Source: an optimization exercise on an open RTL-to-GDS flow (aim: small area and a short achievable clock period). Production flows keep margins and buffers that such runs may drop.
Function was checked by simulation only, so behaviour that the tests miss may differ from the original.
Power and IR drop assume default switching activity.

<file path="flow/config.mk">
export PLATFORM = sky130hd
export DESIGN_NAME = MIPS_16_bit_Processor
export DESIGN_NICKNAME = MIPS_16_bit_Processor
export VERILOG_FILES = /design/flow/design.v
export SDC_FILE = /design/flow/constraint.sdc
export NUM_CORES = 4
export LEC_CHECK = 0
export CAP_MARGIN = 35
export CORE_MARGIN = 2
export CORE_UTILIZATION = 40
export SLEW_MARGIN = 35
</file>
<file path="flow/constraint.sdc">
create_clock -name core_clock -period 24.0 [get_ports {clk}]
set_input_delay 4.8000 -clock core_clock [delete_from_list [all_inputs] [get_ports {clk}]]
set_output_delay 4.8000 -clock core_clock [all_outputs]
set_load 0.01 [all_outputs]
</file>
<file path="flow/design.v">
`timescale 1ns / 1ps
module MIPS_16_bit_Processor(data_in,clk,interrupt,reset,data_out,imem_addr,imem_rdata,dmem_en,dmem_we,dmem_addr,dmem_wdata,dmem_rdata,prediction,present_state);
input [15:0] data_in;
input clk;
input interrupt;
input reset;
output [15:0] data_out;
output [15:0] imem_addr;
input [31:0] imem_rdata;
output dmem_en;
output dmem_we;
output [15:0] dmem_addr;
output [15:0] dmem_wdata;
input [15:0] dmem_rdata;
output [1:0] present_state;
output prediction;
reg [31:0] ins_prv;             
reg [15:0] next_address, hold_address;
reg q1_t, q2_t, q3_t, q4_t;     
reg d3_t, d5_t, d6_t, d7_t, d8_t, d9_t;
reg g_t;                        
reg [4:0] reg4, reg5;
reg [4:0] wb_idx;
reg [15:0] wb_data;
reg rst_q;
reg [15:0] ans_ex, DM_data, data_out_r, Ex_out;
reg [1:0] flag_prv;
reg wi_t;
reg [15:0] hold_add;
reg [1:0] ps;
reg [15:0] rf [0:31];
integer i, j;
wire [31:0] insU = q3_t ? ins_prv : imem_rdata;
wire [31:0] ins = reset ? insU : 32'b0;
wire [5:0] op = ins[31:26];
wire [5:0] opU = insU[31:26];
wire Q1 = reset & q1_t;
wire Q2 = reset & q2_t;
wire is_LD  = (op == 6'o24);
wire is_ST  = (op == 6'o25);
wire Cond_J = (op[5:2] == 4'b0111);
wire L_D    = is_LD & ~Q1;
wire JUMP   = Cond_J & ~(reset & q4_t);
wire stall  = (op == 6'o21) | L_D | JUMP;
wire nor1_out = ~(Cond_J | Q1);
wire d3_out = reset & d3_t;
wire d5_out = reset & d5_t;
wire d7_out = reset & d7_t;
wire or1_out = Q1 | d5_out;
wire and3_out = ~d3_out & or1_out;
wire mem_rw_ex = reset & d6_t;
wire mem_en_ex = reset & d8_t;
wire mem_mux_sel_dm = reset & d9_t;
always @(posedge clk) begin
    ins_prv <= ins;
    q1_t <= L_D;
    q2_t <= JUMP;
    q3_t <= stall;
    q4_t <= Q2;
    d3_t <= ins[26];
    d5_t <= is_ST;
    d6_t <= d3_out;
    d7_t <= and3_out;
    d8_t <= or1_out;
    d9_t <= d7_out;
    g_t <= nor1_out;
end
wire [5:0] op_dec = ins_prv[31:26];
wire [15:0] imm = ins_prv[15:0];
wire imm_sel = (op_dec[5:3] == 3'b001);
wire [4:0] reg2 = g_t ? ins_prv[20:16] : 5'b0;
wire [4:0] reg3 = g_t ? ins_prv[25:21] : 5'b0;
wire [4:0] reg7 = g_t ? ins_prv[15:11] : 5'b0;
wire [4:0] reg6 = rst_q ? wb_idx : 5'b0;
wire [15:0] ans_wb = rst_q ? wb_data : 16'b0;
wire [15:0] ans_dm = mem_mux_sel_dm ? dmem_rdata : Ex_out;
wire comp1 = (reg4 == reg2);
wire comp2 = (reg5 == reg2);
wire comp3 = (reg6 == reg2);
wire comp4 = (reg4 == reg7);
wire comp5 = (reg7 == reg5);
wire comp6 = (reg7 == reg6);
wire [15:0] AR = rf[ins_prv[20:16]];
wire [15:0] BR = rf[ins_prv[15:11]];
wire selA_dm = ~comp1 & comp2 & d9_t;
wire selB_dm = ~imm_sel & ~comp4 & comp5 & d9_t;
wire [15:0] A_early = comp1 ? ans_ex : comp2 ? Ex_out : comp3 ? ans_wb : AR;
wire [15:0] B_early = imm_sel ? imm : comp4 ? ans_ex : comp5 ? Ex_out : comp6 ? ans_wb : BR;
wire [15:0] A = selA_dm ? dmem_rdata : A_early;
wire [15:0] B = selB_dm ? dmem_rdata : B_early;
wire is_sub = (op_dec[4] == 1'b0) & (op_dec[2:0] == 3'b001);
wire [15:0] BB = is_sub ? ~B : B;
wire [15:0] sum = A + BB + {15'b0, is_sub};
wire ovf = sum[15];
reg [15:0] row [0:7];
reg [15:0] cs_s, cs_c, cs_t;
always @(*) begin
    for (i = 0; i < 8; i = i + 1) begin
        row[i] = 16'b0;
        for (j = 0; j < 8; j = j + 1)
            row[i][i+j] = ((i == 7) ^ (j == 7)) ? ~(A[j] & B[i]) : (A[j] & B[i]);
    end
    cs_s = row[0] ^ row[1] ^ 16'h8100;
    cs_c = ((row[0] & row[1]) | (row[0] & 16'h8100) | (row[1] & 16'h8100)) << 1;
    for (i = 2; i < 8; i = i + 1) begin
        cs_t = cs_s ^ cs_c ^ row[i];
        cs_c = ((cs_s & cs_c) | (cs_s & row[i]) | (cs_c & row[i])) << 1;
        cs_s = cs_t;
    end
end
wire mul_fix = (A[7:0] == 8'h80) & (B[7:0] != 8'h80);
wire [15:0] mul_pp = cs_s + cs_c;
wire [15:0] mul_prod = mul_fix ? {B[7], B[7:0], 7'b0} : mul_pp;
wire sh_big = |B[15:4];
wire [3:0] sh = B[3:0];
wire sh_fill = (op_dec[1:0] == 2'b11) & A[15];    
reg [15:0] sh_in, sh_out;
always @(*)
    for (i = 0; i < 16; i = i + 1)
        sh_in[i] = (op_dec[1:0] == 2'b01) ? A[15-i] : A[i];
wire [31:0] sh_ext = {{16{sh_fill}}, sh_in};
wire [31:0] sh_t = sh_ext >> sh;
wire [15:0] sh_r = sh_big ? {16{sh_fill}} : sh_t[15:0];
always @(*)
    for (i = 0; i < 16; i = i + 1)
        sh_out[i] = (op_dec[1:0] == 2'b01) ? sh_r[15-i] : sh_r[i];
reg [15:0] ans_tmp;
always @(*) begin
    ans_tmp = ans_ex;
    if (op_dec[4] == 1'b0) begin
        case (op_dec[2:0])
            3'd0: ans_tmp = sum;
            3'd1: ans_tmp = sum;
            3'd2: ans_tmp = B;
            3'd3: ans_tmp = mul_prod;
            3'd4: ans_tmp = A & B;
            3'd5: ans_tmp = A | B;
            3'd6: ans_tmp = A ^ B;
            default: ans_tmp = ~B;
        endcase
    end else begin
        case (op_dec[3:0])
            4'd4: ans_tmp = A;
            4'd5: ans_tmp = A;
            4'd6: ans_tmp = data_in;
            4'd9: ans_tmp = sh_out;
            4'd10: ans_tmp = sh_out;
            4'd11: ans_tmp = sh_out;
            default: ans_tmp = ans_ex;
        endcase
    end
end
wire z_add = ~|((A ^ B) ^ {(A[14:0] | B[14:0]), 1'b0});
wire z_eq  = (A == B);
wire z_B   = ~|B;
wire z_nB  = &B;
wire z_mul = ~|A[7:0] | ~|B[7:0];
wire z_and = ~|(A & B);
wire z_or  = ~|(A | B);
wire z_in  = ~|data_in;
wire z_ls  = sh_big | ~|(A & (16'hFFFF >> sh));
wire z_rs  = sh_big | ~|(A & (16'hFFFF << sh));
wire z_rsa = ~A[15] & z_rs;
reg [1:0] flag_ex;
always @(*) begin
    flag_ex = flag_prv;
    if (op_dec[4] == 1'b0) begin
        case (op_dec[2:0])
            3'd0: flag_ex = {z_add, ovf};
            3'd1: flag_ex = {z_eq, ovf};
            3'd2: flag_ex = {z_B, 1'b0};
            3'd3: flag_ex = {z_mul, ovf};
            3'd4: flag_ex = {z_and, 1'b0};
            3'd5: flag_ex = {z_or, 1'b0};
            3'd6: flag_ex = {z_eq, 1'b0};
            default: flag_ex = {z_nB, 1'b0};
        endcase
    end else begin
        case (op_dec[3:0])
            4'd6: flag_ex = {z_in, 1'b0};
            4'd9: flag_ex = {z_ls, 1'b0};
            4'd10: flag_ex = {z_rs, 1'b0};
            4'd11: flag_ex = {z_rsa, 1'b0};
            4'd12, 4'd13, 4'd14, 4'd15: flag_ex = flag_prv;
            default: flag_ex = 2'b00;
        endcase
    end
end
wire is_OUT = (op_dec == 6'o27);
always @(posedge clk) begin
    ans_ex <= reset ? ans_tmp : 16'b0;
    data_out_r <= reset ? (is_OUT ? A : data_out_r) : 16'b0;
    DM_data <= reset ? B : 16'b0;
    flag_prv <= reset ? flag_ex : 2'b00;
    Ex_out <= reset ? ans_ex : 16'b0;
    reg4 <= reset ? reg3 : 5'b0;
    reg5 <= reset ? reg4 : 5'b0;
    wb_idx <= reg5;
    wb_data <= ans_dm;
    rst_q <= reset;
    rf[wb_idx] <= wb_data;
end
wire RET = (opU == 6'o20);
wire JMP = (opU == 6'o30);
wire CJ  = (opU[5:2] == 4'b0111);
wire stallU = (opU == 6'o21) | ((opU == 6'o24) & ~q1_t) | (CJ & ~q4_t);
wire X = wi_t | RET | JMP;
wire [15:0] jmp_loc = RET ? hold_add : (wi_t ? 16'hF000 : insU[15:0]);
wire [15:0] CAJ = stallU ? hold_address : next_address;
wire [15:0] t0 = X ? jmp_loc : CAJ;           
wire [15:0] t1 = (X | CJ) ? jmp_loc : CAJ;    
wire cond = (opU[1] ? flag_ex[1] : flag_ex[0]) ^ opU[0];
wire [15:0] CAR = cond ? t1 : t0;
wire pc_mux_sel = X | (CJ & cond);
wire [15:0] IA = CAR + 16'd1;
always @(posedge clk) begin
    next_address <= reset ? IA : 16'b0;
    hold_address <= reset ? CAR : 16'b0;
    wi_t <= interrupt;
    hold_add <= reset ? (interrupt ? IA : hold_add) : 16'b0;
end
wire incorrect = (pc_mux_sel != ps[1]);
always @(posedge clk) begin
    if (!reset)
        ps <= 2'b00;
    else if (CJ)
        ps <= incorrect ? (ps[0] ? 2'b10 : 2'b01) : (ps[1] ? 2'b11 : 2'b00);
end
assign imem_addr = reset ? CAR : 16'b0;
assign dmem_en = mem_en_ex;
assign dmem_we = mem_rw_ex;
assign dmem_addr = ans_ex;
assign dmem_wdata = DM_data;
assign data_out = data_out_r;
assign prediction = ps[1];
assign present_state = ps;
endmodule
</file>
<file path="flow/run.sh">
#!/bin/bash
# synth_recipe.tcl (not shown) runs the flow's synth.tcl, then flattens the netlist and writes it again
# the make line also repeats each setting of config.mk as NAME=value (left out here)
make -C /OpenROAD-flow-scripts/flow DESIGN_CONFIG=/design/flow/config.mk WORK_HOME=/design/flow/orfs CLKGATE_MAP_FILE= SYNTH_SCRIPT=/design/flow/synth_recipe.tcl finish
</file>
==> reports/summary.log, run 1 <==
[worst_setup_path] critical path capture point type output port
[sta] time the worst path needs with I/O delays and setup 15.32 ns
[layout] fin util 0.459
[sta] aggregate negative setup slack 0 ns
[global_route] number of antenna violations at the first check in global routing 9
[logic_synthesis] total of flip-flops plus latches after synthesis 708
[route] number of nets still failing antenna checks after routing 0
[logic_synthesis] count of flip-flops with a built-in enable after synthesis 512
[logic_synthesis] Yosys warning total 2
[logic_synthesis] library cell with the largest summed area after synthesis sky130_fd_sc_hd__edfxtp_1
[placed_design] IO Port Bufs 135
[worst_setup_path] kind of cell with the highest combined delay on the critical path simple AND/OR/NAND/NOR gates
[logic_synthesis] unique cell type count in the Yosys netlist 107
[placed_design] dpl hpwl 100 mm
[clock_tree] clk sinks 708
[sta] max-slew violations 0
[power] internal power of the cells 2690 µW
[sta] Finish-stage setup viols 0
[power] static leakage power 0.0157 µW
[power] IR drop worst, VDD 0.0907 mV
[sta] remaining max-slew budget at the tightest pin 0.310
[floorplan] Std-Cell Rows 116
[route] drt pass-1 iters 6
[floorplan] placeable core region 100000 µm²
[clock_tree] hold-fix buffers at CTS 0
[global_route] number of global-route vias before repair 29.7k
[placed_design] final weighted congestion in routability-driven placement 1.02
[layout] Final #Nets 3640
[logic_synthesis] nets in the synthesized netlist 3570
[power] switching pwr 1600 µW
[layout] Top Registers rf (512), ins_prv (32)
[clock_tree] total CTS buffers 80
[floorplan] I/O pin count 136
[clock_tree] Worst-Skew Late Latency 0.68 ns
[run_status] run status timing/DRC/antenna clean
[layout] max reg flops 512
[worst_setup_path] ordered cell list for the critical path clkdlybuf4s50_1 > nor2_1 > a21oi_1 > a22oi_1 > o21ai_0 > nand2_1 > nand2_1 > inv_1 > ha_1 > xnor2_1 > nor4_1 > nand4_1 > nor3_1 > a211oi_1 > o21ai_0 > o22a_1 > or2_2 > o21ai_2 > mux2_4 > a22oi_1 > and2_1 > clkdlybuf4s50_1
[clock_tree] CTS root buffer sky130_fd_sc_hd__clkbuf_16
[worst_setup_path] worst setup path category input pin to output port
[route] via count normalized by instance count 6.36
[floorplan] Die Wd 322 µm
[logic_synthesis] register area share after synthesis 0.478
[layout] Reg with most FFs rf
[global_route] total global-route track usage 0.282
[sta] largest clock skew in the final design 0.0437 ns
[sta] final hold violation count 0
[power] switching share of total power 0.372
[clock_tree] maximum clock path buffer count 3
[layout] most common library cell in the layout ignoring fill and taps sky130_fd_sc_hd__edfxtp_1
[floorplan] DIE HEIGHT 322 µm
[global_route] pin count of the biggest net entering global routing 132
[clock_tree] number of cells upsized or downsized after cts 0
[layout] top library cells by usage in the layout, fill and taps aside sky130_fd_sc_hd__edfxtp_1, sky130_fd_sc_hd__mux2i_1, sky130_fd_sc_hd__nor2_1, sky130_fd_sc_hd__nand2_1, sky130_fd_sc_hd__dfxtp_1
[power] combinational cell fraction of total power 0.362
[floorplan] effective utilization at floorplan 0.404
[worst_setup_path] critical path fanouts, max 13
[sta] Max Fclk 0.0653 GHz
[floorplan] area of the die 103000 µm²
[power] sequential share of power 0.346
[logic_synthesis] combined area of all synthesized cells 40400 µm²
[global_route] first-pass GRT wire length 212 mm
[layout] area growth from synthesis to layout 13.7%
[sta] share of the clock period used by the worst path 0.638
[worst_setup_path] sum of buffers and inverters on the critical path 3
[power] Clk network pwr share 0.291
[global_route] leftover overflow at the end of global routing 0
[power] areal power density over the cells 93.5 nW/µm²
[worst_setup_path] critical path required time 19.20 ns
[logic_synthesis] asr flop ratio synth 0
[worst_hold_path] classification of the worst-slack hold path flop to flop
[logic_synthesis] most used flip-flop cell after synthesis sky130_fd_sc_hd__edfxtp_1
[logic_synthesis] Mapped Cells 3394
[global_route] met3 layer usage reported by global route 0.0587
[worst_setup_path] critical path launch point type input pin
[worst_setup_path] slowest library cell on the worst path sky130_fd_sc_hd__clkdlybuf4s50_1
[global_route] met2 Usage GRT 0.448
[worst_setup_path] delay contributed by the slowest stage of the critical path 0.66 ns
[sta] unrepaired setup endpoints after global routing false
[logic_synthesis] mean area per synthesized cell 11.9 µm²
[route] Detailed Route WL 148 mm
[route] Residual DRC 0
[clock_tree] clock tree from TritonCTS built
[job] max-cap check violation count 0
[logic_synthesis] top area cells in the synthesized netlist sky130_fd_sc_hd__edfxtp_1, sky130_fd_sc_hd__dfxtp_1, sky130_fd_sc_hd__mux4_2
[clock_tree] H-tree depth 3
[route] DRC violation total after the first TritonRoute iteration 4138
[worst_setup_path] worst path arrival time 10.52 ns
[route] wire length per cell after detailed routing 30.7 µm
[logic_synthesis] area share of the largest cell type after synthesis 0.381
[route] via count 30.7k
[sta] actual slew at the worst max-slew pin 1.03 ns
[layout] share of post-route cells with drive strength above 1 0.163
[global_route] met1 capacity usage during global routing 0.369
[clock_tree] Post-CTS Setup Inserts 0
[clock_tree] clock slew at reported path FFs 0.07 ns
[global_route] GR peak layer met2
worst register-to-register path, delay by kind of cell (launching register included):
family / cells / cell delay (ns)
buf+inv: 5 / 1.73
fa+ha+maj: 8 / 3.32
flops: 1 / 0.79
simple gates: 3 / 0.51
compound gates: 16 / 4.10
xor+xnor: 1 / 0.17
metal layers:
metal	up-vias	wire, µm
li1	13189	-
met1	15401	58100
met2	1710	68300
met3	387	14300
met4	6	7500
met5	-	39
Yosys cell counts (47+ instances only):
| master | instances |
|---|---|
| sky130_fd_sc_hd__edfxtp_1 | 512 |
| sky130_fd_sc_hd__mux2i_1 | 327 |
| sky130_fd_sc_hd__nor2_1 | 263 |
| sky130_fd_sc_hd__nand2_1 | 223 |
| sky130_fd_sc_hd__dfxtp_1 | 196 |
| sky130_fd_sc_hd__mux4_2 | 170 |
| sky130_fd_sc_hd__clkbuf_1 | 143 |
| sky130_fd_sc_hd__o21ai_0 | 139 |
| sky130_fd_sc_hd__a21oi_1 | 127 |
| sky130_fd_sc_hd__a22oi_1 | 101 |
| sky130_fd_sc_hd__nand3_1 | 87 |
| sky130_fd_sc_hd__inv_1 | 83 |
| sky130_fd_sc_hd__ha_1 | 65 |
| sky130_fd_sc_hd__mux2_2 | 61 |
| sky130_fd_sc_hd__and2_1 | 55 |
| sky130_fd_sc_hd__buf_2 | 49 |
| sky130_fd_sc_hd__xnor2_1 | 47 |
through the flow:
step	power (µW)	setup WS (ns)	hold WS [ns]	cell area, µm²	cells
3_5_place_dp	3040	8.80	0.417	43200	4679
4_1_cts	4280	8.78	0.424	45900	4824
5_1_grt	4470	8.54	0.430	45900	4827
6_report	4290	8.68	0.426	45900	4828
3_3_place_gp	3030	8.86	0.415	43100	4678
2_1_floorplan	2460	10.42	0.329	40400	3394
path summary, 6_finish.rpt:
path | from | end | slack [ns] | cells past startpoint
min reg2reg | reg5[0] | wb_idx[0] | 0.43 | 0
max | dmem_rdata[6] | imem_addr[8] | 8.68 | 22
min | reg5[0] | wb_idx[0] | 0.43 | 0
max reg2reg | ins_prv[13] | ans_ex[15] | 13.29 | 33
final cells by class:
| class | count | area [µm²] |
|---|---|---|
| Inverter | 93 | 352 |
| Timing Repair Buffer | 237 | 2170 |
| Multi-Input combinational cell | 2344 | 19700 |
| Antenna cell | 3 | 7.51 |
| Sequential cell | 708 | 19300 |
| Clock buffer | 101 | 2150 |
| Fill cell | 8995 | 54100 |
| Clock inverter | 44 | 523 |
| Tap cell | 1298 | 1620 |
cell families after synthesis:
logic type,synth area share
DFF,0.478
AOI/OAI and AO/OA,0.123
adders and majority gates,0.0420
muxes,0.194
xor gates and xnor gates,0.0186
buffers and inverters,0.0379
and+or+nand+nor,0.107
power groups by stage:
stage                     clock (µW)  sequential [µW]  combinational (µW)
final                           1250             1490                1550
after global routing            1310             1490                1670
after CTS                       1260             1480                1540
after detailed placement           0             1510                1530
after global placement             0             1510                1520
after floorplan                    0             1470                 987
==> run 2, diff against run 1 <==
==> flow/flow/run.sh (new file) <==
#!/bin/bash
set -euo pipefail
export SETUP_SLACK_MARGIN=10
bash standard.sh > standard_flow.log 2>&1
==> flow/standard.sh (new file) <==
#!/bin/bash
# synth_recipe.tcl (not shown) runs the flow's synth.tcl, then flattens the netlist and writes it again
# the make line also repeats each setting of config.mk as NAME=value (left out here)
make -C /OpenROAD-flow-scripts/flow DESIGN_CONFIG=/design/flow/config.mk WORK_HOME=/design/flow/orfs CLKGATE_MAP_FILE= SYNTH_SCRIPT=/design/flow/synth_recipe.tcl "${@:-finish}"
removed: flow/run.sh
==> run 2 against run 1 <==
  * Clock skew fell by 0.0036 ns
  * Sequential share of layout area is 0.93 points lower
  * Die area did not move
  * Largest power group unchanged
  * Core utilization grew 1.0 points
  * Critical path depth down 1
  * Largest cell class unchanged
  * Sequential cell count did not move
  * Synthesized cell count is the same
  * Clock power hardly changed
  * Still clean
  * Area after synthesis unchanged
  * Sequential power barely moved
  * Register-to-register slack better by 0.39 ns
==> reports/summary.log, run 2 <==
[run_status] run status timing/DRC/antenna clean
[logic_synthesis] main combinational cell family by area after synthesis multiplexers
[layout] most common library cell in the layout ignoring fill and taps sky130_fd_sc_hd__edfxtp_1
[floorplan] Std-Cell Rows 116 [unchanged]
[logic_synthesis] register area share after synthesis 0.478 [unchanged]
[global_route] first-pass GRT wire length 215 mm [+1.3%]
[layout] max reg flops 512 [unchanged]
[sta] remaining max-slew budget at the tightest pin 0.321 [+0.0108]
[floorplan] area of the die 103000 µm² [unchanged]
[worst_setup_path] sum of buffers and inverters on the critical path 6 [+3]
[sta] largest clock skew in the final design 0.0401 ns [-0.00361 ns]
[layout] Final #Nets 3703 [+1.7%]
[sta] Setup WS post-layout 10.03 ns [+1.35 ns]
[floorplan] I/O pin count 136 [unchanged]
[logic_synthesis] xor/xnor cell area share of the yosys netlist 0.0186 [unchanged]
[logic_synthesis] combined area of all synthesized cells 40400 µm² [unchanged]
[logic_synthesis] nets in the synthesized netlist 3570 [unchanged]
[power] areal power density over the cells 94.1 nW/µm² [+0.69%]
[route] number of nets still failing antenna checks after routing 0 [unchanged]
[clock_tree] clk sinks 708 [unchanged]
[logic_synthesis] most frequent cell after synthesis sky130_fd_sc_hd__edfxtp_1
[layout] Reg with most FFs rf
[logic_synthesis] fraction of the mapped netlist area in compound gates 0.123 [unchanged]
[floorplan] effective utilization at floorplan 0.404 [unchanged]
[clock_tree] Worst-Skew Late Latency 0.68 ns [about the same]
[placed_design] Setup WS pre-CTS 8.80 ns [unchanged]
[global_route] leftover overflow at the end of global routing 0 [unchanged]
[worst_setup_path] worst setup path category input pin to output port
[logic_synthesis] Mapped Cells 3394 [unchanged]
[clock_tree] total CTS buffers 80 [unchanged]
[logic_synthesis] share of cell area taken by muxes after synthesis 0.194 [unchanged]
[worst_hold_path] classification of the worst-slack hold path flop to flop
[sta] Finish-stage setup viols 0 [unchanged]
[global_route] number of antenna violations at the first check in global routing 8 [-1]
[layout] share of post-route cells with drive strength above 1 0.196 [+0.0331]
[worst_setup_path] slowest library cell on the worst path sky130_fd_sc_hd__dlygate4sd2_1
[global_route] total global-route track usage 0.286 [+0.00389]
[sta] share of the clock period used by the worst path 0.582 [-0.0561]
[sta] max-slew violations 0 [unchanged]
[global_route] pin count of the biggest net entering global routing 132 [unchanged]
[route] via count normalized by instance count 6.40 [+0.75%]
[worst_setup_path] ordered cell list for the critical path dlygate4sd2_1 > a21oi_1 > a21oi_1 > a32oi_2 > buf_6 > inv_1 > ha_4 > nor4_1 > nand4_1 > o22ai_1 > a211oi_1 > o21ai_1 > o22a_2 > or2_4 > o21ai_4 > buf_4 > mux2i_4 > buf_4 > mux2i_2 > and2_4 > dlygate4sd2_1
[layout] top library cells by usage in the layout, fill and taps aside sky130_fd_sc_hd__edfxtp_1, sky130_fd_sc_hd__mux2i_1, sky130_fd_sc_hd__nor2_1, sky130_fd_sc_hd__nand2_1, sky130_fd_sc_hd__dfxtp_1
[layout] filler instances 8921 [-0.82%]
[route] Detailed Route WL 151 mm [+1.8%]
[clock_tree] clock tree from TritonCTS built
[route] via count 31.3k [+2.1%]
[sta] time the worst path needs with I/O delays and setup 13.97 ns [-1.35 ns]
[worst_setup_path] worst path arrival time 9.17 ns [-1.35 ns]
[logic_synthesis] asr flop ratio synth 0 [unchanged]
[logic_synthesis] top area cells in the synthesized netlist sky130_fd_sc_hd__edfxtp_1, sky130_fd_sc_hd__dfxtp_1, sky130_fd_sc_hd__mux4_2
[power] static leakage power 0.0162 µW [+3.2%]
[logic_synthesis] Yosys warning total 2 [unchanged]
[route] DRC violation total after the first TritonRoute iteration 4421 [+6.8%]
[layout] Top Registers rf (512), ins_prv (32)
[logic_synthesis] post-synthesis simple-gate area fraction 0.107 [unchanged]
[layout] fin util 0.469 [+0.0103]
[logic_synthesis] mean area per synthesized cell 11.9 µm² [unchanged]
[logic_synthesis] most used flip-flop cell after synthesis sky130_fd_sc_hd__edfxtp_1
[sta] unrepaired setup endpoints after global routing true
[placed_design] dpl hpwl 100 mm [unchanged]
[power] IR drop worst, VDD 0.0907 mV [about the same]
[floorplan] Die Wd 322 µm [unchanged]
[worst_setup_path] critical path required time 19.20 ns [about the same]
[global_route] number of global-route vias before repair 30.1k [+1.3%]
[sta] aggregate negative setup slack 0 ns [unchanged]
[route] Residual DRC 0 [unchanged]
[clock_tree] maximum clock path buffer count 3 [unchanged]
[clock_tree] H-tree depth 3 [unchanged]
[placed_design] final weighted congestion in routability-driven placement 1.02 [unchanged]
[route] drt pass-1 iters 6 [unchanged]
[placed_design] IO Port Bufs 135 [unchanged]
[clock_tree] clock slew at reported path FFs 0.07 ns [about the same]
[route] wire length per cell after detailed routing 30.8 µm [+0.47%]
[sta] actual slew at the worst max-slew pin 1.01 ns [-0.0208 ns]
[logic_synthesis] leading cell types by count after synthesis sky130_fd_sc_hd__edfxtp_1, sky130_fd_sc_hd__mux2i_1, sky130_fd_sc_hd__nor2_1
[logic_synthesis] area share of the largest cell type after synthesis 0.381 [unchanged]
[sta] Max Fclk 0.0716 GHz [+9.6%]
[clock_tree] CTS root buffer sky130_fd_sc_hd__clkbuf_16
[worst_setup_path] delay contributed by the slowest stage of the critical path 0.35 ns [-0.31 ns]
[logic_synthesis] total of flip-flops plus latches after synthesis 708 [unchanged]
[worst_setup_path] critical path fanouts, max 9 [-4]
[job] max-cap check violation count 0 [unchanged]
[sta] final hold violation count 0 [unchanged]
[worst_setup_path] kind of cell with the highest combined delay on the critical path compound AO/OA/AOI/OAI gates
[logic_synthesis] library cell with the largest summed area after synthesis sky130_fd_sc_hd__edfxtp_1
[logic_synthesis] count of flip-flops with a built-in enable after synthesis 512 [unchanged]
[worst_setup_path] critical path capture point type output port
[floorplan] placeable core region 100000 µm² [unchanged]
[worst_setup_path] critical path launch point type input pin
[floorplan] DIE HEIGHT 322 µm [unchanged]
[logic_synthesis] unique cell type count in the Yosys netlist 107 [unchanged]
[layout] area growth from synthesis to layout 16.3%
[logic_synthesis] Post-Synth Adder-Cell Area 0.0420 [unchanged]
==> run 2: cell type report <==
type / count / area [µm²] / area share
antenna: 4 / 10.0 / 0.000213
clock buffer: 101 / 2150 / 0.0457
clock inverter: 44 / 523 / 0.0111
inverter: 93 / 390 / 0.00832
multi-input combinational: 2346 / 20200 / 0.430
sequential: 708 / 19300 / 0.412
tap: 1298 / 1620 / 0.0346
timing repair buffer: 296 / 2730 / 0.0581
timing repair inverter: 2 / 13.8 / 0.000293
==> run 2: per-layer routing <==
layer  track usage  part of all wire  vias up  wire, µm
met2         0.453              0.46     1825     68900
met1         0.372              0.39    15690     58500
li1              -                 -    13352         -
met4         0.139             0.059        2      8910
met5             0          0.000080        -        12
met3        0.0590             0.096      464     14600
==> run 2: worst register-to-register path: cells and delay by family (launching register included) <==
family,cells,cell delay (ns)
fa+ha+maj,8,3.10
compound gates,12,2.62
buf+inv,5,1.68
mux,3,1.10
simple gates,3,0.83
flops,1,0.73
xor+xnor,1,0.17
==> run 2: logic make-up (layout without fill, tap and decap cells) <==
logic type / after synthesis / in the layout
AND/OR/NAND/NOR: 886 / 887
flip-flops: 708 / 708
AO/OA/AOI/OAI: 705 / 705
multiplexers: 560 / 561
buffers and inverters: 342 / 536
adder cells (fa/ha/maj): 109 / 109
XOR/XNOR: 84 / 84
other: 0 / 4
==> run 2: final timing paths <==
path	from	end	slack [ns]	depth (start not counted)
hold / removal	reg5[0]	wb_idx[0]	0.42	0
hold reg to reg	reg5[0]	wb_idx[0]	0.42	0
setup / recovery	dmem_rdata[13]	imem_addr[5]	10.03	21
setup reg to reg	flop	ans_ex[15]	13.68	32
==> run 2: per-stage QoR <==
stage / total power [µW] / instances / hold WS (ns) / area, µm²
3_5_place_dp: 3040 / 4679 / 0.417 / 43200
4_1_cts: 4350 / 4861 / 0.424 / 46500
6_report: 4420 / 4892 / 0.421 / 46900
3_3_place_gp: 3030 / 4678 / 0.415 / 43100
2_1_floorplan: 2460 / 3394 / 0.329 / 40400
5_1_grt: 4600 / 4889 / 0.428 / 46900
==> run 2: repair_timing <==
action / in CTS / in global routing
buffers inserted: 32 / 24
gates cloned: 5 / 1
gates resized for setup: 100 / 49
endpoints found under the setup margin: 16 / 15
hold endpoints to repair: 0 / 0
hold buffers: 0 / 0
pin swaps: 20 / 16
==> run 2: report_power, final <==
part | internal (µW) | switching, µW
sequential | 1400 | 90.7
clock | 708 | 543
combinational | 662 | 1020
total | 2770 | 1650
==> run 3, diff against run 2 <==
--- a/flow/design.v
+++ b/flow/design.v
@@ -17,3 +17,3 @@
 reg [31:0] ins_prv;             
-reg [15:0] next_address, hold_address;
+reg [15:0] hold_address;           
 reg q1_t, q2_t, q3_t, q4_t;     
@@ -28,3 +28,3 @@
 reg wi_t;
-reg [15:0] hold_add;
+reg [15:0] hold_ret;               
 reg [1:0] ps;
@@ -82,4 +82,13 @@
 wire comp6 = (reg7 == reg6);
-wire [15:0] AR = rf[ins_prv[20:16]];
-wire [15:0] BR = rf[ins_prv[15:11]];
+wire [31:0] selA = 32'b1 << ins_prv[20:16];
+wire [31:0] selB = 32'b1 << ins_prv[15:11];
+reg [15:0] AR, BR;
+always @(*) begin
+    AR = 16'b0;
+    BR = 16'b0;
+    for (i = 0; i < 32; i = i + 1) begin
+        AR = AR | ({16{selA[i]}} & rf[i]);
+        BR = BR | ({16{selB[i]}} & rf[i]);
+    end
+end
 wire selA_dm = ~comp1 & comp2 & d9_t;
@@ -92,3 +101,4 @@
 wire [15:0] BB = is_sub ? ~B : B;
-wire [15:0] sum = A + BB + {15'b0, is_sub};
+wire [16:0] sum17 = {A, 1'b1} + {BB, is_sub};
+wire [15:0] sum = sum17[16:1];
 wire ovf = sum[15];
@@ -207,2 +217,4 @@
 wire X = wi_t | RET | JMP;
+wire [15:0] next_address = rst_q ? hold_address + 16'd1 : 16'b0;
+wire [15:0] hold_add = hold_ret + 16'd1;
 wire [15:0] jmp_loc = RET ? hold_add : (wi_t ? 16'hF000 : insU[15:0]);
@@ -214,8 +226,6 @@
 wire pc_mux_sel = X | (CJ & cond);
-wire [15:0] IA = CAR + 16'd1;
-always @(posedge clk) begin
-    next_address <= reset ? IA : 16'b0;
+always @(posedge clk) begin
     hold_address <= reset ? CAR : 16'b0;
     wi_t <= interrupt;
-    hold_add <= reset ? (interrupt ? IA : hold_add) : 16'b0;
+    hold_ret <= reset ? (interrupt ? CAR : hold_ret) : 16'hFFFF;
 end
==> flow/flow/run.sh (replaced) <==
#!/bin/bash
set -euo pipefail
export SETUP_SLACK_MARGIN=12
export BUFFER_PORTS_ARGS="-buffer_cell sky130_fd_sc_hd__buf_2"
bash standard.sh > standard_flow.log 2>&1
==> run 3 against run 2 <==
  * Still clean on timing, DRC and antenna
  * Routed wire length is 37% higher
  * Via count is 22% higher
  * First-iteration DRC count rose by 84%
  * Clock skew rose by 0.019 ns
  * Worst setup slack got worse by 0.37 ns
  * Critical path depth rose by 2
  * Cell area fell by 3.1%
  * Sequential share of layout area grew 0.38 points
  * Global-route usage grew 12 points
  * Register-to-register slack got worse by 0.78 ns
  * Cell count rose by 7.8%
==> reports/summary.log, run 3 <==
[global_route] leftover overflow at the end of global routing 0 [unchanged]
[worst_hold_path] classification of the worst-slack hold path flop to flop
[layout] filler instances 9075 [+1.7%]
[sta] share of the clock period used by the worst path 0.598 [+0.0156]
[layout] share of post-route cells with drive strength above 1 0.185 [-0.0112]
[sta] time the worst path needs with I/O delays and setup 14.34 ns [+0.373 ns]
[route] via count normalized by instance count 7.25 [+13%]
[clock_tree] clk sinks 687 [-3.0%]
[worst_setup_path] critical path fanouts, max 6 [-3]
[clock_tree] CTS root buffer sky130_fd_sc_hd__clkbuf_16
[global_route] number of global-route vias before repair 35.1k [+17%]
[floorplan] placeable core region 96700 µm² [-3.3%]
[route] wire length per cell after detailed routing 39.2 µm [+27%]
[worst_setup_path] delay contributed by the slowest stage of the critical path 0.61 ns [+0.26 ns]
[worst_setup_path] critical path required time 19.20 ns [about the same]
[global_route] number of antenna violations at the first check in global routing 22 [+14]
[worst_setup_path] worst setup path category input pin to output port
[logic_synthesis] library cell with the largest summed area after synthesis sky130_fd_sc_hd__edfxtp_1
[logic_synthesis] mean area per synthesized cell 10.3 µm² [-13%]
[worst_setup_path] kind of cell with the highest combined delay on the critical path simple AND/OR/NAND/NOR gates
[layout] Top Registers rf (512), ins_prv (32)
[floorplan] Std-Cell Rows 114 [-1.7%]
[sta] remaining max-slew budget at the tightest pin 0.264 [-0.0565]
[sta] Max Fclk 0.0697 GHz [-2.6%]
[sta] aggregate negative setup slack 0 ns [unchanged]
[worst_setup_path] critical path capture point type output port
[global_route] total global-route track usage 0.401 [+0.115]
[worst_setup_path] ordered cell list for the critical path buf_2 > mux2i_1 > nor2_1 > a21oi_1 > a21oi_1 > xnor2_1 > ha_1 > and4_1 > nand4_1 > nor3_2 > o2111ai_1 > o211ai_1 > buf_4 > mux2_4 > and3_4 > nand4_1 > o311ai_4 > nor3_4 > buf_6 > buf_16 > mux2i_1 > nor2_2 > buf_2
[floorplan] Die Wd 317 µm [-1.6%]
[power] total power of the final layout 4580 µW [+3.7%]
[route] via count 38.2k [+22%]
[placed_design] IO Port Bufs 135 [unchanged]
[power] sequential share of power 0.315 [-0.022]
[layout] top library cells by usage in the layout, fill and taps aside sky130_fd_sc_hd__edfxtp_1, sky130_fd_sc_hd__nand3_1, sky130_fd_sc_hd__and3_1, sky130_fd_sc_hd__nor2_1, sky130_fd_sc_hd__buf_4
[layout] Reg with most FFs rf
[power] IR drop worst, VDD 0.0783 mV [-14%]
[logic_synthesis] nets in the synthesized netlist 3975 [+11%]
[sta] Finish-stage setup viols 0 [unchanged]
[layout] filler-free cell count of the finished design 5272 [+7.8%]
[floorplan] area of the die 100000 µm² [-3.2%]
[worst_setup_path] critical path launch point type input pin
[clock_tree] H-tree depth 3 [unchanged]
[layout] most common library cell in the layout ignoring fill and taps sky130_fd_sc_hd__edfxtp_1
[placed_design] number of cells after detailed placement 5058 [+8.1%]
[placed_design] final weighted congestion in routability-driven placement 1.03 [+0.85%]
[logic_synthesis] area share of the largest cell type after synthesis 0.394 [+0.0126]
[floorplan] effective utilization at floorplan 0.404 [about the same]
[clock_tree] total CTS buffers 80 [unchanged]
[worst_setup_path] sum of buffers and inverters on the critical path 5 [-1]
[logic_synthesis] asr flop ratio synth 0 [unchanged]
[layout] area growth from synthesis to layout 16.4% [about the same]
[sta] actual slew at the worst max-slew pin 1.10 ns [+0.0853 ns]
[worst_setup_path] worst path arrival time 9.54 ns [+0.37 ns]
[logic_synthesis] unique cell type count in the Yosys netlist 98 [-8.4%]
[floorplan] DIE HEIGHT 317 µm [-1.6%]
[logic_synthesis] most frequent cell after synthesis sky130_fd_sc_hd__edfxtp_1
[power] combinational cell fraction of total power 0.401 [+0.021]
[power] switching pwr 1860 µW [+13%]
[route] Detailed Route WL 207 mm [+37%]
[logic_synthesis] Yosys warning total 2 [unchanged]
[global_route] first-pass GRT wire length 282 mm [+31%]
[clock_tree] clock slew at reported path FFs 0.06 ns [about the same]
[global_route] pin count of the biggest net entering global routing 65 [-51%]
[clock_tree] hold-fix buffers at CTS 0 [unchanged]
[power] areal power density over the cells 101 nW/µm² [+7.0%]
[power] Clk network pwr share 0.283 [about the same]
[logic_synthesis] combined area of all synthesized cells 39100 µm² [-3.2%]
[floorplan] I/O pin count 136 [unchanged]
[placed_design] dpl hpwl 134 mm [+34%]
[logic_synthesis] leading cell types by count after synthesis sky130_fd_sc_hd__edfxtp_1, sky130_fd_sc_hd__nand3_1, sky130_fd_sc_hd__and3_1
[job] max-cap check violation count 0 [unchanged]
[logic_synthesis] count of flip-flops with a built-in enable after synthesis 512 [unchanged]
[power] static leakage power 0.0170 µW [+4.8%]
[sta] final hold violation count 0 [unchanged]
[logic_synthesis] Mapped Cells 3796 [+12%]
[layout] multi-input combinational cell area 19300 µm² [-4.2%]
[layout] Final #Nets 4096 [+11%]
[route] number of nets still failing antenna checks after routing 0 [unchanged]
[clock_tree] clock tree from TritonCTS built
[sta] max-slew violations 0 [unchanged]
[sta] unrepaired setup endpoints after global routing true
[run_status] run status timing/DRC/antenna clean
[power] internal power of the cells 2720 µW [-1.8%]
[layout] max reg flops 512 [unchanged]
[route] drt pass-1 iters 9 [+3]
[clock_tree] maximum clock path buffer count 3 [unchanged]
[route] DRC violation total after the first TritonRoute iteration 8156 [+84%]
[clock_tree] Worst-Skew Late Latency 0.70 ns [+0.02 ns]
[power] switching share of total power 0.407 [+0.0330]
[logic_synthesis] most used flip-flop cell after synthesis sky130_fd_sc_hd__edfxtp_1
[logic_synthesis] total of flip-flops plus latches after synthesis 687 [-3.0%]
[route] Residual DRC 0 [unchanged]
[layout] register area 18900 µm² [-2.2%]
[sta] largest clock skew in the final design 0.0588 ns [+0.0187 ns]
[logic_synthesis] register area share after synthesis 0.483 [+0.00507]
[worst_setup_path] slowest library cell on the worst path sky130_fd_sc_hd__a21oi_1
[logic_synthesis] top area cells in the synthesized netlist sky130_fd_sc_hd__edfxtp_1, sky130_fd_sc_hd__dfxtp_1, sky130_fd_sc_hd__and3_1
-- run 3: changes by cell type after synthesis, moves of 21 or more --
| cell | change |
|---|---|
| sky130_fd_sc_hd__o22ai_1 | -23 |
| sky130_fd_sc_hd__a2111oi_0 | +79 |
| sky130_fd_sc_hd__mux2i_1 | -194 |
| sky130_fd_sc_hd__dfxtp_1 | -21 |
| sky130_fd_sc_hd__nand2b_1 | -22 |
| sky130_fd_sc_hd__and3_1 | +284 |
| sky130_fd_sc_hd__nand2_1 | -24 |
| sky130_fd_sc_hd__nand4_1 | +101 |
| sky130_fd_sc_hd__a32oi_1 | +52 |
| sky130_fd_sc_hd__clkbuf_1 | +74 |
| sky130_fd_sc_hd__o21ai_0 | -67 |
| sky130_fd_sc_hd__mux4_2 | -170 |
| sky130_fd_sc_hd__nand3_1 | +222 |
-- run 3: worst paths after layout --
kind	from	to	slack [ns]	cells after the start
worst min register to register	d7_t	d9_t	0.43	1
worst min-delay path	d7_t	d9_t	0.43	1
worst max register to register	ins_prv[11]	ans_ex[15]	12.90	35
worst max-delay path	dmem_rdata[13]	imem_addr[6]	9.66	23
-- run 3: through the flow --
stage                      util  hold WS [ns]  worst slack [ns]  cell area [µm²]
final                     0.470         0.435              9.66            45500
after global routing      0.470         0.465              9.51            45400
after CTS                 0.467         0.436              9.80            45100
after detailed placement  0.432         0.420              8.79            41800
after global placement    0.431         0.415              8.92            41700
after floorplan               -         0.388             10.50            39300
-- run 3: cell families after synthesis --
kind of cell,Yosys count,synth area share
and+or+nand+nor,1545,0.213
AOI/OAI and AO/OA,764,0.148
DFF,687,0.483
buffers and inverters,417,0.0436
muxes,174,0.0459
adders and majority gates,112,0.0441
xor gates and xnor gates,97,0.0217
-- run 3: power by group through the flow --
stage | logic, µW | registers, µW | clock network [µW]
2_1_floorplan | 989 | 1440 | 0
3_3_place_gp | 1680 | 1460 | 0
3_5_place_dp | 1670 | 1460 | 0
4_1_cts | 1740 | 1440 | 1290
5_1_grt | 1910 | 1450 | 1340
6_report | 1840 | 1440 | 1300
-- run 3: area by class of cell --
type / instances / share of cell area
antenna: 14 / 0.000771
timing repair buffer: 353 / 0.0541
clock buffer: 102 / 0.0490
inverter: 102 / 0.00949
tap: 1276 / 0.0351
multi-input combinational: 2693 / 0.425
clock inverter: 45 / 0.0110
sequential: 687 / 0.416
-- run 3: layer usage --
metal	vias up	global-route usage	part of all wire
met2	3834	0.535	0.39
met1	18552	0.540	0.37
met5	-	0	0.00099
met4	22	0.224	0.070
met3	878	0.171	0.17
li1	14936	-	-
-- run 3: worst register-to-register path: cells and delay by family (launching register included) --
kind                       cells  cell delay [ns]
and+or+nand+nor                5             1.72
adders and majority gates      8             3.38
DFF                            1             0.76
xor gates and xnor gates       1             0.18
buffers and inverters          6             1.84
muxes                          1             0.18
AOI/OAI and AO/OA             14             2.93
-- run 3: repair_timing --
action / 4_1_cts / 5_1_grt
gates resized for setup: 56 / 21
gates cloned: 3 / 1
setup endpoints to repair: 17 / 17
pin swaps: 9 / 13
buffers inserted: 36 / 13
==> run 4, diff against run 3 <==
--- a/flow/design.v
+++ b/flow/design.v
@@ -22,4 +22,5 @@
 reg [4:0] reg4, reg5;
-reg [4:0] wb_idx;
-reg [15:0] wb_data;
+reg [4:0] reg6;
+reg [15:0] ans_wb;
+reg [15:0] AR, BR;                
 reg rst_q;
@@ -73,4 +74,2 @@
 wire [4:0] reg7 = g_t ? ins_prv[15:11] : 5'b0;
-wire [4:0] reg6 = rst_q ? wb_idx : 5'b0;
-wire [15:0] ans_wb = rst_q ? wb_data : 16'b0;
 wire [15:0] ans_dm = mem_mux_sel_dm ? dmem_rdata : Ex_out;
@@ -82,11 +81,11 @@
 wire comp6 = (reg7 == reg6);
-wire [31:0] selA = 32'b1 << ins_prv[20:16];
-wire [31:0] selB = 32'b1 << ins_prv[15:11];
-reg [15:0] AR, BR;
+wire [31:0] selA = 32'b1 << ins[20:16];
+wire [31:0] selB = 32'b1 << ins[15:11];
+reg [15:0] rdA, rdB;
 always @(*) begin
-    AR = 16'b0;
-    BR = 16'b0;
+    rdA = 16'b0;
+    rdB = 16'b0;
     for (i = 0; i < 32; i = i + 1) begin
-        AR = AR | ({16{selA[i]}} & rf[i]);
-        BR = BR | ({16{selB[i]}} & rf[i]);
+        rdA = rdA | ({16{selA[i]}} & rf[i]);
+        rdB = rdB | ({16{selB[i]}} & rf[i]);
     end
@@ -162,38 +161,34 @@
 end
-wire z_add = ~|((A ^ B) ^ {(A[14:0] | B[14:0]), 1'b0});
-wire z_eq  = (A == B);
-wire z_B   = ~|B;
-wire z_nB  = &B;
-wire z_mul = ~|A[7:0] | ~|B[7:0];
-wire z_and = ~|(A & B);
-wire z_or  = ~|(A | B);
-wire z_in  = ~|data_in;
-wire z_ls  = sh_big | ~|(A & (16'hFFFF >> sh));
-wire z_rs  = sh_big | ~|(A & (16'hFFFF << sh));
-wire z_rsa = ~A[15] & z_rs;
-reg [1:0] flag_ex;
-always @(*) begin
-    flag_ex = flag_prv;
-    if (op_dec[4] == 1'b0) begin
-        case (op_dec[2:0])
-            3'd0: flag_ex = {z_add, ovf};
-            3'd1: flag_ex = {z_eq, ovf};
-            3'd2: flag_ex = {z_B, 1'b0};
-            3'd3: flag_ex = {z_mul, ovf};
-            3'd4: flag_ex = {z_and, 1'b0};
-            3'd5: flag_ex = {z_or, 1'b0};
-            3'd6: flag_ex = {z_eq, 1'b0};
-            default: flag_ex = {z_nB, 1'b0};
-        endcase
-    end else begin
-        case (op_dec[3:0])
-            4'd6: flag_ex = {z_in, 1'b0};
-            4'd9: flag_ex = {z_ls, 1'b0};
-            4'd10: flag_ex = {z_rs, 1'b0};
-            4'd11: flag_ex = {z_rsa, 1'b0};
-            4'd12, 4'd13, 4'd14, 4'd15: flag_ex = flag_prv;
-            default: flag_ex = 2'b00;
-        endcase
-    end
-end
+wire c_lo   = (op_dec[4] == 1'b0);                       
+wire c_add  = c_lo & (op_dec[2:0] == 3'd0);
+wire c_eqx  = c_lo & ((op_dec[2:0] == 3'd1) | (op_dec[2:0] == 3'd6));    
+wire c_movB = c_lo & (op_dec[2:0] == 3'd2);
+wire c_mul  = c_lo & (op_dec[2:0] == 3'd3);
+wire c_and  = c_lo & (op_dec[2:0] == 3'd4);
+wire c_or   = c_lo & (op_dec[2:0] == 3'd5);
+wire c_not  = c_lo & (op_dec[2:0] == 3'd7);
+wire c_hi   = op_dec[4];                                 
+wire c_in   = c_hi & (op_dec[3:0] == 4'd6);
+wire c_ls   = c_hi & (op_dec[3:0] == 4'd9);
+wire c_rs   = c_hi & (op_dec[3:1] == 3'd5);              
+wire c_rsa  = c_hi & (op_dec[3:0] == 4'd11);
+wire c_j    = c_hi & (op_dec[3:2] == 2'd3);              
+wire c_zf   = c_lo | c_in | c_ls | c_rs;                 
+wire c_ovf  = c_lo & ~op_dec[2] & ~(op_dec[1] & ~op_dec[0]);   
+wire [15:0] mask_l = 16'hFFFF >> B[3:0];
+wire [15:0] mask_r = 16'hFFFF << B[3:0];
+wire [15:0] t_add = (A ^ B) ^ {(A[14:0] | B[14:0]), 1'b0};
+wire [15:0] nz = ({16{c_add}} & t_add)
+               | ({16{c_eqx}} & (A ^ B))
+               | ({16{c_movB}} & B)
+               | ({16{c_not}} & ~B)
+               | ({16{c_and}} & (A & B))
+               | ({16{c_or}} & (A | B))
+               | ({16{c_in}} & data_in)
+               | ({16{c_ls & ~sh_big}} & A & mask_l)
+               | ({16{c_rs & ~sh_big}} & A & mask_r)
+               | {c_rsa & A[15], 14'b0, c_mul & (|A[7:0]) & (|B[7:0])};
+wire zf = (c_zf & ~|nz) | (c_j & flag_prv[1]);
+wire of = (c_ovf & ovf) | (c_j & flag_prv[0]);
+wire [1:0] flag_ex = {zf, of};
 wire is_OUT = (op_dec == 6'o27);
@@ -207,6 +202,8 @@
     reg5 <= reset ? reg4 : 5'b0;
-    wb_idx <= reg5;
-    wb_data <= ans_dm;
+    reg6 <= reset ? reg5 : 5'b0;
+    ans_wb <= reset ? ans_dm : 16'b0;
     rst_q <= reset;
-    rf[wb_idx] <= wb_data;
+    AR <= rdA;
+    BR <= rdB;
+    rf[reg5] <= ans_dm;
 end
==> run 4 against run 3 <==
  * Via count shrank 10%
  * Die area down 4.2%
  * Register-to-register slack improved by 1.6 ns
  * Synthesized cell count shrank 11%
  * Area after synthesis down 4.3%
==> reports/summary.log, run 4 <==
[run_status] run status timing/DRC/antenna clean
[placed_design] Setup WS pre-CTS 9.39 ns [+0.591 ns]
[logic_synthesis] mean area per synthesized cell 11.1 µm² [+7.6%]
[clock_tree] clock tree from TritonCTS built
[worst_setup_path] ordered cell list for the critical path buf_12 > a2111oi_4 > a311oi_2 > or2_4 > clkinvlp_4 > ha_4 > nor4_4 > nand4_1 > buf_4 > nor2_1 > or4_1 > nor4bb_2 > o32ai_2 > o21a_1 > or3_4 > o21a_1 > a221oi_4 > buf_12 > buf_8 > nand3_4 > a32oi_2 > nor2_1 > buf_2
[clock_tree] H-tree depth 3 [unchanged]
[worst_setup_path] Setup crit end imem_addr[15]
[layout] filler-free cell count of the finished design 4886 [-7.3%]
[placed_design] IO Port Bufs 135 [unchanged]
[worst_setup_path] number of cells on the critical path 23 [unchanged]
[layout] Top Registers rf (512), ins_prv (32)
[floorplan] placeable core region 93000 µm² [-3.8%]
[route] via count 34.3k [-10%]
[layout] top library cells by usage in the layout, fill and taps aside sky130_fd_sc_hd__edfxtp_1, sky130_fd_sc_hd__a22oi_1, sky130_fd_sc_hd__dfxtp_1, sky130_fd_sc_hd__nor2_1, sky130_fd_sc_hd__nand2_1
[route] drt pass-1 iters 8 [-1]
[sta] actual slew at the worst max-slew pin 1.10 ns [+0.000421 ns]
[sta] time the worst path needs with I/O delays and setup 14.04 ns [-0.300 ns]
[layout] most common library cell in the layout ignoring fill and taps sky130_fd_sc_hd__edfxtp_1
[worst_setup_path] internal reg-to-reg setup slack 14.54 ns [+1.64 ns]
[worst_setup_path] end of the worst register-to-register path ans_ex[15]
[worst_setup_path] worst path arrival time 9.24 ns [-0.30 ns]
[global_route] total global-route track usage 0.365 [-0.0352]
[clock_tree] clock slew at reported path FFs 0.05 ns [about the same]
[route] Residual DRC 0 [unchanged]
[power] Clk network pwr share 0.282 [about the same]
[layout] Reg with most FFs rf
[route] wire length per cell after detailed routing 36.8 µm [-6.2%]
[logic_synthesis] total of flip-flops plus latches after synthesis 719 [+4.7%]
[placed_design] final weighted congestion in routability-driven placement 0.991 [-3.4%]
[global_route] number of antenna violations at the first check in global routing 7 [-68%]
[route] number of nets still failing antenna checks after routing 0 [unchanged]
[power] switching pwr 1730 µW [-7.2%]
[worst_setup_path] sum of buffers and inverters on the critical path 6 [+1]
[floorplan] effective utilization at floorplan 0.402 [-0.00197]
[placed_design] dpl hpwl 110 mm [-18%]
[logic_synthesis] combined area of all synthesized cells 37400 µm² [-4.3%]
[logic_synthesis] leading cell types by count after synthesis sky130_fd_sc_hd__edfxtp_1, sky130_fd_sc_hd__a22oi_1, sky130_fd_sc_hd__nor2_1
[sta] Finish-stage setup viols 0 [unchanged]
[clock_tree] total CTS buffers 78 [-2.5%]
[logic_synthesis] most used flip-flop cell after synthesis sky130_fd_sc_hd__edfxtp_1
[logic_synthesis] count of flip-flops with a built-in enable after synthesis 512 [unchanged]
[worst_setup_path] critical path fanouts, max 5 [-1]
[layout] share of post-route cells with drive strength above 1 0.200 [+0.0150]
[layout] max reg flops 512 [unchanged]
[floorplan] I/O pin count 136 [unchanged]
[clock_tree] clk sinks 719 [+4.7%]
[logic_synthesis] asr flop ratio synth 0 [unchanged]
[worst_setup_path] launching instance or port of the critical path dmem_rdata[4]
[power] switching share of total power 0.377 [-0.0301]
[layout] area growth from synthesis to layout 18.7%
[worst_setup_path] delay contributed by the slowest stage of the critical path 0.36 ns [-0.25 ns]
[sta] Max Fclk 0.0712 GHz [+2.1%]
[global_route] leftover overflow at the end of global routing 0 [unchanged]
[clock_tree] Worst-Skew Late Latency 0.67 ns [-0.03 ns]
[worst_hold_path] classification of the worst-slack hold path flop to flop
[route] via count normalized by instance count 7.02 [-3.2%]
[power] internal power of the cells 2860 µW [+5.3%]
[clock_tree] maximum clock path buffer count 3 [unchanged]
[worst_setup_path] worst setup path category input pin to output port
[clock_tree] CTS root buffer sky130_fd_sc_hd__clkbuf_16
[sta] share of the clock period used by the worst path 0.585 [-0.0125]
[floorplan] Std-Cell Rows 112 [-1.8%]
[logic_synthesis] unique cell type count in the Yosys netlist 107 [+9.2%]
[floorplan] Die Wd 310 µm [-2.1%]
[power] areal power density over the cells 103 nW/µm² [+2.7%]
[worst_setup_path] critical path required time 19.20 ns [about the same]
[global_route] first-pass GRT wire length 246 mm [-13%]
[sta] Setup WS post-layout 9.96 ns [+0.300 ns]
[sta] remaining max-slew budget at the tightest pin 0.265 [+0.000688]
[logic_synthesis] area share of the largest cell type after synthesis 0.411 [+0.0175]
[worst_setup_path] slowest library cell on the worst path sky130_fd_sc_hd__a2111oi_4
[sta] largest clock skew in the final design 0.0433 ns [-0.0155 ns]
[sta] final hold violation count 0 [unchanged]
[route] DRC violation total after the first TritonRoute iteration 6838 [-16%]
[logic_synthesis] top area cells in the synthesized netlist sky130_fd_sc_hd__edfxtp_1, sky130_fd_sc_hd__dfxtp_1, sky130_fd_sc_hd__a22oi_1
[power] sequential share of power 0.322 [+0.007]
[job] max-cap check violation count 0 [unchanged]
[global_route] number of global-route vias before repair 31.9k [-9.3%]
[logic_synthesis] nets in the synthesized netlist 3552 [-11%]
[logic_synthesis] register area share after synthesis 0.522 [+0.0386]
[logic_synthesis] Yosys warning total 2 [unchanged]
[layout] Final #Nets 3740 [-8.7%]
[sta] max-slew violations 0 [unchanged]
[worst_setup_path] kind of cell with the highest combined delay on the critical path simple AND/OR/NAND/NOR gates
[worst_setup_path] critical path launch point type input pin
[worst_setup_path] critical path capture point type output port
[worst_setup_path] Worst R2R Path Depth 34 [-2.9%]
[logic_synthesis] most frequent cell after synthesis sky130_fd_sc_hd__edfxtp_1
[power] combinational cell fraction of total power 0.396 [-0.005]
[floorplan] area of the die 96000 µm² [-4.2%]
[route] Detailed Route WL 180 mm [-13%]
[logic_synthesis] Mapped Cells 3379 [-11%]
[sta] aggregate negative setup slack 0 ns [unchanged]
[sta] Fin Hold WS 0.440 ns [+0.00545 ns]
[worst_setup_path] launch point of the worst reg-to-reg path g_t
[global_route] pin count of the biggest net entering global routing 62 [-4.6%]
[sta] unrepaired setup endpoints after global routing true
[power] static leakage power 0.0156 µW [-8.6%]
[logic_synthesis] library cell with the largest summed area after synthesis sky130_fd_sc_hd__edfxtp_1
[placed_design] number of cells after detailed placement 4669 [-7.7%]
[floorplan] DIE HEIGHT 310 µm [-2.1%]
[power] IR drop worst, VDD 0.116 mV [+49%]
## run 4: cell count changes in the layout (fill, tap and decap cells not counted), moves of 84 or more
| cell | change |
|---|---|
| sky130_fd_sc_hd__and3_1 | -282 |
| sky130_fd_sc_hd__a2111oi_0 | -84 |
| sky130_fd_sc_hd__nand3_1 | -188 |
| sky130_fd_sc_hd__a22o_1 | +87 |
| sky130_fd_sc_hd__a221oi_1 | +96 |
| sky130_fd_sc_hd__a22oi_1 | +213 |
## run 4: how the worst min path moves through the flow
stage / startpoint / to / slack [ns] / cells after the start
after floorplan: d7_t / d9_t / 0.41 / 1
after global placement: q2_t / q4_t / 0.42 / 1
after detailed placement: d7_t / d9_t / 0.42 / 1
after CTS: d7_t / d9_t / 0.44 / 1
after global routing: d7_t / d9_t / 0.47 / 1
final: d7_t / d9_t / 0.44 / 1
## run 4: logic make-up (layout without fill, tap and decap cells)
| kind of cell | count (synthesis) | count (layout) | synth area share |
|---|---|---|---|
| mux | 139 | 139 | 0.0390 |
| simple gates | 970 | 974 | 0.128 |
| xor+xnor | 98 | 98 | 0.0233 |
| fa+ha+maj | 109 | 109 | 0.0449 |
| buf+inv | 300 | 545 | 0.0321 |
| other cells | 0 | 4 | 0 |
| compound gates | 1044 | 1044 | 0.210 |
| flops | 719 | 719 | 0.522 |
## run 4: final cells by class
class | instances | area, µm²
Antenna cell | 4 | 10.0
Clock buffer | 96 | 2100
Clock inverter | 45 | 629
Fill cell | 8528 | 48700
Inverter | 90 | 413
Multi-Input combinational cell | 2364 | 17700
Sequential cell | 719 | 19500
Tap cell | 1254 | 1570
Timing Repair Buffer | 314 | 2400
## run 4: power groups by stage
stage | Sequential (µW) | Clock (µW) | Combinational [µW]
6_report | 1480 | 1290 | 1820
3_5_place_dp | 1500 | 0 | 1660
2_1_floorplan | 1480 | 0 | 1070
4_1_cts | 1480 | 1290 | 1760
5_1_grt | 1480 | 1340 | 1940
3_3_place_gp | 1500 | 0 | 1650
## run 4: what timing repair did
action | CTS | global route
hold buffers | 0 | 0
gates resized for setup | 102 | 23
pin swaps | 31 | 20
endpoints found under the setup margin | 16 | 16
gates cloned | 5 | 1
endpoints found under the hold margin | 0 | 0
setup buffers | 39 | 17
## run 4: per-layer routing
layer / track usage / routed length, µm / up-vias
li1: - / - / 13687
met1: 0.457 / 63900 / 16524
met3: 0.144 / 27400 / 871
met2: 0.532 / 74600 / 3207
met4: 0.218 / 13700 / 8
met5: 0.00455 / 147 / -
## run 4: metrics by stage
step,cell area (µm²),power [µW],util
4_1_cts,43800,4530,0.471
5_1_grt,44400,4760,0.477
3_3_place_gp,40200,3160,0.432
3_5_place_dp,40200,3160,0.432
2_1_floorplan,37500,2540,-
6_report,44400,4590,0.477

re-timing with driven ports:
How much do the figures lean on ideal ports? The routed layouts below were timed once more, with nothing changed but the port constraints.
Step 1 assumes that a clkbuf_16 drives the clock port and a buf_2 every other input.
Step 2 moves the port delays by t, midway between the first and last clock arrival at a register: inputs arrive t later, outputs are due t later. That takes back most of the time a late clock gives input paths.
Slacks: ideal / step 1 / step 2; pairs: ideal / step 1.
| run | shift t [ns] | setup slack, ns | latest minus earliest clock arrival (ns) | worst data-port slew with drivers (ns) |
|---|---|---|---|---|
| run 1 | 0.727 | 8.683 / 8.647 / 8.647 | 0.044 / 0.044 | 0.14 |
| run 2 | 0.730 | 10.030 / 9.956 / 9.956 | 0.040 / 0.041 | 0.16 |
| run 3 | 0.750 | 9.656 / 9.544 / 9.544 | 0.058 / 0.059 | 0.11 |
| run 4 | 0.715 | 9.956 / 9.905 / 9.905 | 0.050 / 0.050 | 0.07 |
After both steps every run listed still meets setup and hold. The setup slack of run 3, which loses most, moves by -0.112 ns with the drivers and by -0.112 ns with both steps.
